Source: an optimization exercise on an open RTL-to-GDS flow (aim: small area and few clock cycles). Production flows keep margins and buffers that such runs may drop. In this exercise RTL edits were held to simulation tests only and were not proved equivalent to the original. The flow treats the clock pin as an ideal source, which a real chip does not have. Power and IR drop assume default switching activity.

// ft245_bridge
module ft245_bridge (
    input clk,
    input rst,
    input [7:0] D_in,
    output [7:0] D_out,
    output D_oe,
    input RXFn,
    input TXEn,
    output RDn,
    output WRn,
    input rd_en,
    output [7:0] rd_data,
    output rd_empty,
    input wr_en,
    input [7:0] wr_data,
    output wr_full
    );
    reg [1:0] rxf_sync, txe_sync;
    always @(posedge clk)
        if(rst) begin
            rxf_sync <= 2'b11;
            txe_sync <= 2'b11;
        end else begin
            rxf_sync <= {rxf_sync[0], RXFn};
            txe_sync <= {txe_sync[0], TXEn};
        end
    ft245_async_fifo #(.read_depth(3), .write_depth(3)) bridge (
        .D_in(D_in), .D_out(D_out), .D_oe(D_oe),
        .RXFn_sync(rxf_sync[1]), .TXEn_sync(txe_sync[1]),
        .RDn(RDn), .WRn(WRn),
        .clk_50mhz(clk), .rst(rst),
        .rd_en(rd_en), .rd_data(rd_data), .rd_empty(rd_empty),
        .wr_en(wr_en), .wr_data(wr_data), .wr_full(wr_full));
endmodule
Size in the first run: ~260 cells after synthesis, ~43 I/O pins, roughly 0.0053 mm² of cells after synthesis.
Settings: LEC_CHECK=0, CAP_MARGIN=20, CORE_MARGIN=2, CORE_UTILIZATION=40, CTS_BUF_LIST=sky130_fd_sc_hd__clkbuf_8, PLACE_DENSITY=0.6, SLEW_MARGIN=20; clock period 20.0 ns.
standard.sh (not shown) runs the stock make flow with config.mk's settings and CLKGATE_MAP_FILE= SYNTH_SCRIPT=/design/flow/synth_recipe.tcl, a recipe that flattens the netlist after the stock synthesis.
==> flow/flow/run.sh <==
#!/bin/bash
# The standard layout (the standard.sh, standard synthesis unchanged),
# with two placement/CTS changes:
#  - port buffers use the smallest buffer cell instead of clkdlybuf4s50_1;
#  - the clock tree is built by flow/manual_cts.tcl (PRE_CTS hook): a root
#    clkbuf_4 and 10 clkbuf_8 leaves over balanced register clusters.
# Full tool output goes to standard.log; ORFS's per-step logs stay under orfs/logs.
set -uo pipefail
export BUFFER_PORTS_ARGS="-buffer_cell sky130_fd_sc_hd__buf_1"
export RECOVER_POWER=100
export PRE_CTS_TCL="$PWD/flow/manual_cts.tcl"
export CTS_ARGS="-clk_nets clk -buf_list sky130_fd_sc_hd__clkbuf_8 -dont_use_dummy_load"
bash standard.sh > standard.log 2>&1
==> flow/flow/manual_cts.tcl <==
# PRE_CTS hook: builds the clock tree by hand, then TritonCTS (run with
# -clk_nets clk) finds the clock net already buffered and leaves it alone.
# Two levels: one root buffer at the centre of the leaves, driving NLEAF leaf
# buffers, each at the centroid of a balanced k-means cluster of register
# clock pins (clusters of equal size, so every leaf sees about the same load).
proc manual_clock_tree {nleaf leafcell rootcell} {
  set block [ord::get_db_block]
  set dbu [$block getDefUnits]
  set net [$block findNet clk]
  set pts {}
  foreach sp [get_pins -of_objects [get_nets clk] -filter "direction==input"] {
    set inst [[sta::sta_to_db_pin $sp] getInst]
    set bb [$inst getBBox]
    set x [expr {([$bb xMin] + [$bb xMax]) / 2.0 / $dbu}]
    set y [expr {([$bb yMin] + [$bb yMax]) / 2.0 / $dbu}]
    lappend pts [list $sp $x $y]
  }
  set n [llength $pts]
  # k-means, initial centres spread along sorted x then y
  set sorted [lsort -real -index 1 $pts]
  set cent {}
  for {set k 0} {$k < $nleaf} {incr k} {
    set p [lindex $sorted [expr {int(($k + 0.5) * $n / $nleaf)}]]
    lappend cent [list [lindex $p 1] [lindex $p 2]]
  }
  set cap [expr {int(ceil(double($n) / $nleaf))}]
  for {set iter 0} {$iter < 60} {incr iter} {
    # balanced assignment: points ordered by how much they prefer their best centre
    set order {}
    set i 0
    foreach p $pts {
      set ds {}
      for {set k 0} {$k < $nleaf} {incr k} {
        lassign [lindex $cent $k] cx cy
        lappend ds [list $k [expr {abs([lindex $p 1]-$cx) + abs([lindex $p 2]-$cy)}]]
      }
      set ds [lsort -real -index 1 $ds]
      set regret [expr {[llength $ds] > 1 ? [lindex $ds 1 1] - [lindex $ds 0 1] : 0}]
      lappend order [list $i $regret $ds]
      incr i
    }
    set order [lsort -real -decreasing -index 1 $order]
    for {set k 0} {$k < $nleaf} {incr k} { set sx($k) 0.0; set sy($k) 0.0; set c($k) 0 }
    set assign [lrepeat $n -1]
    foreach o $order {
      lassign $o i regret ds
      foreach kd $ds {
        set k [lindex $kd 0]
        if {$c($k) < $cap} {
          lset assign $i $k
          set p [lindex $pts $i]
          set sx($k) [expr {$sx($k) + [lindex $p 1]}]
          set sy($k) [expr {$sy($k) + [lindex $p 2]}]
          incr c($k)
          break
        }
      }
    }
    set cent {}
    for {set k 0} {$k < $nleaf} {incr k} {
      if {$c($k) > 0} { lappend cent [list [expr {$sx($k)/$c($k)}] [expr {$sy($k)/$c($k)}]] } else { lappend cent {0 0} }
    }
  }
  set gx 0.0; set gy 0.0
  foreach cc $cent { set gx [expr {$gx + [lindex $cc 0]}]; set gy [expr {$gy + [lindex $cc 1]}] }
  set gx [expr {$gx / $nleaf}]; set gy [expr {$gy / $nleaf}]
  insert_buffer -buffer_cell $rootcell -net clk -location [list $gx $gy] -buffer_name clkbuf_root -net_name clk_root
  for {set k 0} {$k < $nleaf} {incr k} {
    set pl {}
    set i 0
    foreach p $pts {
      if {[lindex $assign $i] == $k} { lappend pl [lindex $p 0] }
      incr i
    }
    puts "leaf $k: [llength $pl] sinks at [lindex $cent $k]"
    insert_buffer -buffer_cell $leafcell -net clk_root -load_pins $pl -location [lindex $cent $k] -buffer_name clkbuf_leaf_$k -net_name clk_leaf_$k
  }
}

manual_clock_tree 10 sky130_fd_sc_hd__clkbuf_8 sky130_fd_sc_hd__clkbuf_4
set_propagated_clock [all_clocks]
The starting point produced a clean layout.
Testbench counts at the start, summed over its fixed seeds: cycles 7,432.
Then changed:
--- a/flow/flow/run.sh
+++ b/flow/flow/run.sh
@@ -3 +3 @@
-# with two placement/CTS changes:
+# with these placement/CTS changes:
@@ -6 +6,3 @@
-#    clkbuf_4 and 10 clkbuf_8 leaves over balanced register clusters.
+#    clkbuf_4 and clkbuf_8 leaves over balanced register clusters;
+#  - flow/post_cts.tcl (POST_CTS hook) swaps logic gates that synthesis
+#    sized up for drive-1 cells, then repairs slew/capacitance.
@@ -10 +11,0 @@
-export RECOVER_POWER=100
@@ -11,0 +13 @@
+export POST_CTS_TCL="$PWD/flow/post_cts.tcl"
--- a/flow/flow/manual_cts.tcl
+++ b/flow/flow/manual_cts.tcl
@@ -80 +80 @@
-manual_clock_tree 10 sky130_fd_sc_hd__clkbuf_8 sky130_fd_sc_hd__clkbuf_4
+manual_clock_tree 9 sky130_fd_sc_hd__clkbuf_8 sky130_fd_sc_hd__clkbuf_4
==> flow/flow/post_cts.tcl (new file) <==
# Swap every logic gate with a drive strength above 1 for the drive-1 (or
# drive-0) cell of the same footprint; repair_design then fixes any slew or
# capacitance limit this breaks. Clock-tree cells, flip-flops, buffers and
# inverters are left alone.
proc downsize_logic {} {
  set n 0
  set saved 0.0
  foreach inst [get_cells *] {
    set m [get_property $inst ref_name]
    if {![regexp {^sky130_fd_sc_hd__([a-z0-9]+)_([0-9]+)$} $m -> base drv]} { continue }
    if {$drv <= 1} { continue }
    if {[regexp {^(clk|buf|inv|dl|df|edf|sdf|tap|conb|fill|decap)} $base]} { continue }
    set new ""
    foreach d {0 1} {
      set lc [get_lib_cells -quiet sky130_fd_sc_hd__${base}_$d]
      if {$lc != ""} { set new $lc; break }
    }
    if {$new == ""} { continue }
    set saved [expr {$saved + [get_property [get_lib_cells $m] area] - [get_property $new area]}]
    replace_cell $inst $new
    incr n
  }
  puts "downsize_logic: $n cells, [format %.1f $saved] um2"
}

# POST_CTS hook: runs after CTS's own repair, before 4_1_cts.odb is written.
downsize_logic
estimate_parasitics -placement
repair_design -slew_margin $::env(SLEW_MARGIN) -cap_margin $::env(CAP_MARGIN)
detailed_placement
check_placement -verbose
Settings changed: CORE_UTILIZATION 40 to 70, PLACE_DENSITY 0.6 to 0.8.
Global-route usage goes up by 5.9 points.
Die area fell by well over a third.
Clock power decreases by a few percent.
Cell area drops by a few percent.
Cell count falls by about a fifth.
Wire length rises slightly.
Worst hold slack improves by 0.014 ns.
Then changed:
--- a/flow/flow/manual_cts.tcl
+++ b/flow/flow/manual_cts.tcl
@@ -80 +80 @@
-manual_clock_tree 9 sky130_fd_sc_hd__clkbuf_8 sky130_fd_sc_hd__clkbuf_4
+manual_clock_tree 10 sky130_fd_sc_hd__clkbuf_8 sky130_fd_sc_hd__clkbuf_4
Settings changed: CORE_UTILIZATION 70 to 40, PLACE_DENSITY 0.8 to 0.6.
Outcome:
- fmax decreases slightly
- clock skew hardly moves
- global-route usage decreases by 5.9 points
- setup slack is worse by 0.081 ns
Then changed:
--- a/flow/flow/run.sh
+++ b/flow/flow/run.sh
@@ -3 +3 @@
-# with these placement/CTS changes:
+# with two placement/CTS changes:
@@ -6,3 +6 @@
-#    clkbuf_4 and clkbuf_8 leaves over balanced register clusters;
-#  - flow/post_cts.tcl (POST_CTS hook) swaps logic gates that synthesis
-#    sized up for drive-1 cells, then repairs slew/capacitance.
+#    clkbuf_4 and 10 clkbuf_8 leaves over balanced register clusters.
@@ -13 +10,0 @@
-export POST_CTS_TCL="$PWD/flow/post_cts.tcl"
removed: flow/flow/post_cts.tcl
Effect: Utilization is higher by 0.42 points. Routed wire length is lower by about 0.38%. Final cell count does not change. Die area is unchanged. Total power is about the same. Maximum frequency is about the same. Synthesized cell count stays the same. Setup slack barely changes. Via count is lower by about 0.7%.

## static timing again, ports no longer ideal
The results above use ideal ports. As a check the final layouts listed here were re-extracted and re-timed, cells and wires unchanged.
Step 1 assumes that a clkbuf_16 drives the clock port and a buf_2 every other input.
Step 2 moves the port delays by t, midway between the first and last clock arrival at a register: inputs arrive t later, outputs are due t later. That takes back most of the time a late clock gives input paths.
Three values: ideal ports, drivers, drivers and shift; two values: the first two.
run | shift t [ns] | slack for setup (ns) | worst slew at a driven data input, ns
the first run | 0.544 | 10.772 / 10.737 / 10.737 | 0.04
the second run | 0.516 | 10.858 / 10.835 / 10.835 | 0.03
the third run | 0.544 | 10.777 / 10.736 / 10.736 | 0.05
the fourth run | 0.544 | 10.777 / 10.742 / 10.742 | 0.04
After both steps setup and hold are still met in every run listed. For the third run, which loses most, drivers alone change the setup slack by -0.041 ns; drivers and shift together by -0.041 ns.
